What follows belongs to an exercise in optimizing a design on an open flow for small area; a production flow would make more cautious choices. Only simulation tests tie the RTL to the original design; equivalence was not proved. Power and IR drop assume default switching activity.

==> v26: inputs <==
Design Cajero, start of the top module:
module Cajero (
    input CLK,
    input RESET,
    input TARJETA_RECIBIDA,
    input [15:0] PIN_CORRECTO,
    input [3:0] DIGITO,
    input DIGITO_STB,
    input TIPO_TRANS,
    input [31:0] MONTO,
    input MONTO_STB,
    input [63:0] BALANCE_INICIAL,
    output reg [63:0] BALANCE_ACTUALIZADO,
    output reg BALANCE_STB,
    output reg ENTREGAR_DINERO,
    output reg FONDOS_INSUFICIENTES,
    output reg PIN_INCORRECTO,
    output reg ADVERTENCIA,
    output reg BLOQUEO
    );
Settings: LEC_CHECK=0, CAP_MARGIN=20, CORE_MARGIN=2, CORE_UTILIZATION=60, CTS_BUF_LIST=sky130_fd_sc_hd__clkbuf_8, PLACE_DENSITY=0.75, SLEW_MARGIN=20; clock period 6.0 ns.
standard.sh (not shown) runs the stock make flow with config.mk's settings and CLKGATE_MAP_FILE= SYNTH_SCRIPT=/design/flow/synth_recipe.tcl, a recipe that flattens the netlist after the stock synthesis.
==> flow/flow/run.sh <==
#!/bin/bash
# The standard ORFS layout (standard.sh) with these changes:
#  - synthesis maps logic with flow/abc.script (see flow/abc_override.tcl);
#  - port buffers are sky130_fd_sc_hd__buf_1 instead of the resizer's default pick;
#  - floorplan removes synthesis buffers instead of an early pre-placement timing repair;
#  - clock tree synthesis uses clkbuf_8 buffers and inserts no dummy loads.
set -euo pipefail
W=$PWD
{ head -n 1 synth_recipe.tcl; cat flow/abc_override.tcl; tail -n +2 synth_recipe.tcl; } > synth_custom.tcl
export CUSTOM_ABC_SCRIPT=$W/flow/abc.script
bash standard.sh finish \
  SYNTH_SCRIPT=$W/synth_custom.tcl \
  BUFFER_PORTS_ARGS="-buffer_cell sky130_fd_sc_hd__buf_1" \
  REMOVE_ABC_BUFFERS=1 \
  CTS_ARGS="-sink_clustering_enable -repair_clock_nets -buf_list sky130_fd_sc_hd__clkbuf_8 -dont_use_dummy_load" \
  > standard_flow.log 2>&1
==> flow/flow/abc.script <==
strash
&get -n
&dch
&nf -p -R 30
&put
==> flow/flow/abc_override.tcl <==
# Same synthesis as synth_recipe.tcl, except that the ABC call uses flow/abc.script
# (an area-recovering mapping) instead of the ORFS script; registers are mapped
# before ABC runs, so they are the standard synthesis's.
proc abc {args} {
  set i [lsearch -exact $args -script]
  if { $i >= 0 } {
    set args [lreplace $args [expr {$i + 1}] [expr {$i + 1}] $::env(CUSTOM_ABC_SCRIPT)]
  }
  yosys abc {*}$args
}
==> v19: changes against v26 <==
--- a/flow/design.v
+++ b/flow/design.v
@@ -6,32 +6,36 @@
     input [3:0] DIGITO,
     input DIGITO_STB,
     input TIPO_TRANS,
     input [31:0] MONTO,
     input MONTO_STB,
     input [63:0] BALANCE_INICIAL,
     output reg [63:0] BALANCE_ACTUALIZADO,
-    output reg BALANCE_STB,
-    output reg ENTREGAR_DINERO,
-    output reg FONDOS_INSUFICIENTES,
+    output BALANCE_STB,
+    output ENTREGAR_DINERO,
+    output FONDOS_INSUFICIENTES,
     output reg PIN_INCORRECTO,
     output reg ADVERTENCIA,
-    output reg BLOQUEO
+    output BLOQUEO
     );
     localparam ESP = 3'd0, ING = 3'd1, ANA = 3'd2, DET = 3'd3,
-               DEP = 3'd4, RET = 3'd5, ING1 = 3'd7;
+               DEP = 3'd4, RET = 3'd5, FIN = 3'd6, BLQ = 3'd7;
     reg [2:0]  estado;
     reg [1:0]  cnt;         
+    reg        pend;        
     reg [15:0] pin;
-    wire s_esp  = (estado == ESP);
-    wire s_ing1 = (estado == ING1);
-    wire s_ing  = (estado == ING) | s_ing1;
-    wire md     = RESET & (estado == DEP) & MONTO_STB;
-    wire mw     = RESET & (estado == RET) & MONTO_STB;
-    wire hold   = RESET & ~md;
+    wire s_ing = (estado == ING);
+    wire s_fin = (estado == FIN);
+    wire md    = RESET & (estado == DEP) & MONTO_STB;
+    wire mw    = RESET & (estado == RET) & MONTO_STB;
+    wire hold  = RESET & ~md;
+    assign BALANCE_STB          = s_fin;
+    assign ENTREGAR_DINERO      = s_fin & cnt[0];
+    assign FONDOS_INSUFICIENTES = s_fin & cnt[1];
+    assign BLOQUEO              = (estado == BLQ);
     wire [63:0] x  = {64{md}} & BALANCE_INICIAL | {64{hold}} & BALANCE_ACTUALIZADO;
     wire [31:0] b  = {32{md}} & MONTO | {32{mw}} & ~MONTO;
     wire        ci = mw;
     wire [31:0] y = x[63:32] ^ {32{~md}};    
     wire [31:0] ap = x[31:0] ^ b;
     wire [31:0] ag = x[31:0] & b;
     wire q1 = ag[1] | (ap[1] & (ag[0] | (ap[0] & ci)));
@@ -279,52 +283,57 @@
     wire q240 = q224 & q216;
     wire [32:0] t = {q240, q239, q238, q237, q236, q235, q234, q233, q232, q231, q230, q229, q228, q227, q226, q225, q216, q215, q214, q213, q212, q211, q210, q209, q196, q195, q194, q193, q178, q177, q161, y[0], 1'b1};
     wire        hi_zero = t[32] & ~md;       
     wire        flip = md ? c : (mw & ~c & ~hi_zero);
     wire [31:0] shi = x[63:32] ^ ({32{flip}} & t[31:0]);
     wire        refused = mw & ~c & hi_zero;
     wire [63:0] nbal = {shi, refused ? BALANCE_ACTUALIZADO[31:0] : slo};
-    wire lock = s_ing1 & ADVERTENCIA;        
+    wire lock = pend & ADVERTENCIA;    
     wire dig  = s_ing & DIGITO_STB & ~lock;
     always @(posedge CLK) BALANCE_ACTUALIZADO <= nbal;
     always @(posedge CLK) begin
-        BALANCE_STB          <= md | mw;
-        ENTREGAR_DINERO      <= mw & ~refused;
-        FONDOS_INSUFICIENTES <= refused;
         if (!RESET) begin
             estado <= ESP;
             cnt <= 0;
+            pend <= 0;
             PIN_INCORRECTO <= 0;
             ADVERTENCIA <= 0;
-            BLOQUEO <= 0;
         end else begin
             if (dig) pin <= {pin[11:0], DIGITO};
             case (estado)
-                ESP: begin
-                    PIN_INCORRECTO <= 0;
-                    ADVERTENCIA <= 0;
-                    if (TARJETA_RECIBIDA & ~BALANCE_STB & ~BLOQUEO) estado <= ING;
-                end
-                ING, ING1: begin
-                    if (s_ing1) begin
+                ESP: if (TARJETA_RECIBIDA) estado <= ING;
+                ING: begin
+                    pend <= 0;
+                    if (pend) begin
                         PIN_INCORRECTO <= ~PIN_INCORRECTO & ~ADVERTENCIA;
                         ADVERTENCIA    <= PIN_INCORRECTO;
                     end
-                    if (lock) begin
-                        estado <= ESP;
-                        BLOQUEO <= 1;
-                    end else begin
-                        estado <= ING;
-                        if (DIGITO_STB) begin
-                            cnt <= cnt + 2'd1;
-                            if (&cnt) estado <= ANA;
-                        end
+                    if (lock) estado <= BLQ;
+                    else if (DIGITO_STB) begin
+                        cnt <= cnt + 2'd1;
+                        if (&cnt) estado <= ANA;
                     end
                 end
-                ANA: estado <= (pin != PIN_CORRECTO) ? ING1 : DET;
+                ANA: begin
+                    if (pin != PIN_CORRECTO) begin
+                        pend <= 1;
+                        estado <= ING;
+                    end else
+                        estado <= DET;
+                end
                 DET: estado <= TIPO_TRANS ? RET : DEP;
-                DEP, RET: if (MONTO_STB) estado <= ESP;
-                default: estado <= ESP;
+                DEP: if (MONTO_STB) estado <= FIN;
+                RET: if (MONTO_STB) begin
+                    estado <= FIN;
+                    cnt <= refused ? 2'b10 : 2'b01;
+                end
+                FIN: begin
+                    estado <= ESP;
+                    cnt <= 0;
+                    PIN_INCORRECTO <= 0;
+                    ADVERTENCIA <= 0;
+                end
+                BLQ: ;
             endcase
         end
     end
 endmodule
==> flow/flow/run.sh (replaced) <==
#!/bin/bash
# The standard ORFS layout (standard.sh) with these changes:
#  - synthesis maps logic with flow/abc.script (see flow/abc_override.tcl);
#  - port buffers are sky130_fd_sc_hd__buf_1 instead of the resizer's default pick;
#  - clock tree synthesis uses clkbuf_8 buffers and inserts no dummy loads.
set -euo pipefail
W=$PWD
{ head -n 1 synth_recipe.tcl; cat flow/abc_override.tcl; tail -n +2 synth_recipe.tcl; } > synth_custom.tcl
export CUSTOM_ABC_SCRIPT=$W/flow/abc.script
bash standard.sh finish \
  SYNTH_SCRIPT=$W/synth_custom.tcl \
  BUFFER_PORTS_ARGS="-buffer_cell sky130_fd_sc_hd__buf_1" \
  CTS_ARGS="-sink_clustering_enable -repair_clock_nets -buf_list sky130_fd_sc_hd__clkbuf_8 -dont_use_dummy_load" \
  > standard_flow.log 2>&1
==> flow/flow/abc.script (replaced) <==
strash
&get -n
&dch
&nf -p
&put
==> v34: changes against v26 <==
--- a/flow/design.v
+++ b/flow/design.v
@@ -6,32 +6,36 @@
     input [3:0] DIGITO,
     input DIGITO_STB,
     input TIPO_TRANS,
     input [31:0] MONTO,
     input MONTO_STB,
     input [63:0] BALANCE_INICIAL,
     output reg [63:0] BALANCE_ACTUALIZADO,
-    output reg BALANCE_STB,
-    output reg ENTREGAR_DINERO,
-    output reg FONDOS_INSUFICIENTES,
+    output BALANCE_STB,
+    output ENTREGAR_DINERO,
+    output FONDOS_INSUFICIENTES,
     output reg PIN_INCORRECTO,
     output reg ADVERTENCIA,
-    output reg BLOQUEO
+    output BLOQUEO
     );
     localparam ESP = 3'd0, ING = 3'd1, ANA = 3'd2, DET = 3'd3,
-               DEP = 3'd4, RET = 3'd5, ING1 = 3'd7;
+               DEP = 3'd4, RET = 3'd5, FIN = 3'd6, BLQ = 3'd7;
     reg [2:0]  estado;
     reg [1:0]  cnt;         
+    reg        pend;        
     reg [15:0] pin;
-    wire s_esp  = (estado == ESP);
-    wire s_ing1 = (estado == ING1);
-    wire s_ing  = (estado == ING) | s_ing1;
-    wire md     = RESET & (estado == DEP) & MONTO_STB;
-    wire mw     = RESET & (estado == RET) & MONTO_STB;
-    wire hold   = RESET & ~md;
+    wire s_ing = (estado == ING);
+    wire s_fin = (estado == FIN);
+    wire md    = RESET & (estado == DEP) & MONTO_STB;
+    wire mw    = RESET & (estado == RET) & MONTO_STB;
+    wire hold  = RESET & ~md;
+    assign BALANCE_STB          = s_fin;
+    assign ENTREGAR_DINERO      = s_fin & cnt[0];
+    assign FONDOS_INSUFICIENTES = s_fin & cnt[1];
+    assign BLOQUEO              = (estado == BLQ);
     wire [63:0] x  = {64{md}} & BALANCE_INICIAL | {64{hold}} & BALANCE_ACTUALIZADO;
     wire [31:0] b  = {32{md}} & MONTO | {32{mw}} & ~MONTO;
     wire        ci = mw;
     wire [31:0] y = x[63:32] ^ {32{~md}};    
     wire [31:0] ap = x[31:0] ^ b;
     wire [31:0] ag = x[31:0] & b;
     wire q1 = ag[1] | (ap[1] & (ag[0] | (ap[0] & ci)));
@@ -279,52 +283,57 @@
     wire q240 = q224 & q216;
     wire [32:0] t = {q240, q239, q238, q237, q236, q235, q234, q233, q232, q231, q230, q229, q228, q227, q226, q225, q216, q215, q214, q213, q212, q211, q210, q209, q196, q195, q194, q193, q178, q177, q161, y[0], 1'b1};
     wire        hi_zero = t[32] & ~md;       
     wire        flip = md ? c : (mw & ~c & ~hi_zero);
     wire [31:0] shi = x[63:32] ^ ({32{flip}} & t[31:0]);
     wire        refused = mw & ~c & hi_zero;
     wire [63:0] nbal = {shi, refused ? BALANCE_ACTUALIZADO[31:0] : slo};
-    wire lock = s_ing1 & ADVERTENCIA;        
+    wire lock = pend & ADVERTENCIA;    
     wire dig  = s_ing & DIGITO_STB & ~lock;
     always @(posedge CLK) BALANCE_ACTUALIZADO <= nbal;
     always @(posedge CLK) begin
-        BALANCE_STB          <= md | mw;
-        ENTREGAR_DINERO      <= mw & ~refused;
-        FONDOS_INSUFICIENTES <= refused;
         if (!RESET) begin
             estado <= ESP;
             cnt <= 0;
+            pend <= 0;
             PIN_INCORRECTO <= 0;
             ADVERTENCIA <= 0;
-            BLOQUEO <= 0;
         end else begin
             if (dig) pin <= {pin[11:0], DIGITO};
             case (estado)
-                ESP: begin
-                    PIN_INCORRECTO <= 0;
-                    ADVERTENCIA <= 0;
-                    if (TARJETA_RECIBIDA & ~BALANCE_STB & ~BLOQUEO) estado <= ING;
-                end
-                ING, ING1: begin
-                    if (s_ing1) begin
+                ESP: if (TARJETA_RECIBIDA) estado <= ING;
+                ING: begin
+                    pend <= 0;
+                    if (pend) begin
                         PIN_INCORRECTO <= ~PIN_INCORRECTO & ~ADVERTENCIA;
                         ADVERTENCIA    <= PIN_INCORRECTO;
                     end
-                    if (lock) begin
-                        estado <= ESP;
-                        BLOQUEO <= 1;
-                    end else begin
-                        estado <= ING;
-                        if (DIGITO_STB) begin
-                            cnt <= cnt + 2'd1;
-                            if (&cnt) estado <= ANA;
-                        end
+                    if (lock) estado <= BLQ;
+                    else if (DIGITO_STB) begin
+                        cnt <= cnt + 2'd1;
+                        if (&cnt) estado <= ANA;
                     end
                 end
-                ANA: estado <= (pin != PIN_CORRECTO) ? ING1 : DET;
+                ANA: begin
+                    if (pin != PIN_CORRECTO) begin
+                        pend <= 1;
+                        estado <= ING;
+                    end else
+                        estado <= DET;
+                end
                 DET: estado <= TIPO_TRANS ? RET : DEP;
-                DEP, RET: if (MONTO_STB) estado <= ESP;
-                default: estado <= ESP;
+                DEP: if (MONTO_STB) estado <= FIN;
+                RET: if (MONTO_STB) begin
+                    estado <= FIN;
+                    cnt <= refused ? 2'b10 : 2'b01;
+                end
+                FIN: begin
+                    estado <= ESP;
+                    cnt <= 0;
+                    PIN_INCORRECTO <= 0;
+                    ADVERTENCIA <= 0;
+                end
+                BLQ: ;
             endcase
         end
     end
 endmodule
==> flow/flow/run.sh (replaced) <==
#!/bin/bash
# The standard ORFS layout (standard.sh) with two changes:
#  - synthesis maps logic with flow/abc.script (see flow/abc_override.tcl);
#  - port buffers are sky130_fd_sc_hd__buf_1 instead of the resizer's default pick.
set -euo pipefail
W=$PWD
{ head -n 1 synth_recipe.tcl; cat flow/abc_override.tcl; tail -n +2 synth_recipe.tcl; } > synth_custom.tcl
export CUSTOM_ABC_SCRIPT=$W/flow/abc.script
bash standard.sh finish \
  SYNTH_SCRIPT=$W/synth_custom.tcl \
  BUFFER_PORTS_ARGS="-buffer_cell sky130_fd_sc_hd__buf_1" \
  > standard_flow.log 2>&1
==> flow/flow/abc.script (replaced) <==
strash
&get -n
&dch
&nf -p
&put
==> summary.md <==
| Metric | Value |
|---|---|
| Slew headroom | `43.5%` |
| XOR/XNOR share of the synthesized area | `11.7%` |
| Status | `no timing/DRC/antenna violations` |
| Flop pwr share | `55.0%` |
| Layout area overhead | `19.7%` |
| GRT Util Overall | `28.4%` |
| Area post-placement | `0.00660 mm²` |
| Buffer share of cell area | `12.0%` |
| Fraction of area in multi-input gates | `49.8%` |
| Die area | `0.0102 mm²` |
| Final Skew | `0.0277 ns` |
| P_seq | `712 µW` |
| Reg-to-reg slack, setup | `0.73 ns` |
the above is filed under v19

==> summary.md <==
| Metric | Value |
|---|---|
| Die area | `0.0102 mm²` |
| GRT Util Overall | `28.6%` |
| Layout area overhead | `20.9%` |
| Area post-placement | `0.00660 mm²` |
| Status | `no timing/DRC/antenna violations` |
| Buffer share of cell area | `11.9%` |
| Slew headroom | `43.1%` |
| Seq/Total Area, Yosys | `39.9%` |
| Flop pwr share | `51.2%` |
| Reg-to-reg slack, setup | `0.74 ns` |
| Fraction of area in multi-input gates | `49.3%` |
| P_seq | `712 µW` |
the above is filed under v34

==> summary.md <==
| Metric | Value |
|---|---|
| Area post-placement | `0.00658 mm²` |
| Status | `no timing/DRC/antenna violations` |
| Layout area overhead | `20.2%` |
| Fraction of area in multi-input gates | `48.1%` |
| Reg-to-reg slack, setup | `1.00 ns` |
| Flop pwr share | `61.4%` |
| Buffer share of cell area | `12.5%` |
| Top Family by Delay on Critical Path | `simple AND/OR/NAND/NOR gates` |
| Slew headroom | `37.2%` |
| P_seq | `662 µW` |
the above is filed under v26

separate check: timing with driven ports:
In the flow no input, the clock included, has a driving cell. The finished layouts below were timed again as built, in two steps.
Step 1, drivers: a clkbuf_16 drives CLK and a buf_2 each remaining input, both assumed.
Step 2 times the ports against the registers' clock, not the clock port: input delays grow and output delays shrink by t, the midpoint of the rising clock arrivals with the driver on.
a / b / c = no drivers / after step 1 / after step 2; a / b = the first two.
run | shift t [ns] | setup slack, ns | worst setup path after step 2 | worst register clock-pin slew, ns
v26 | 0.381 | 0.452 / 0.460 / 0.079 | input to register | 0.09 / 0.09
v19 | 0.374 | 0.594 / 0.605 / 0.230 | input to register | 0.10 / 0.10
v34 | 0.390 | 0.594 / 0.604 / 0.214 | input to register | 0.10 / 0.10
After both steps setup and hold are still met in every run listed. For v34, which loses most, drivers alone change the setup slack by +0.010 ns; drivers and shift together by -0.380 ns.
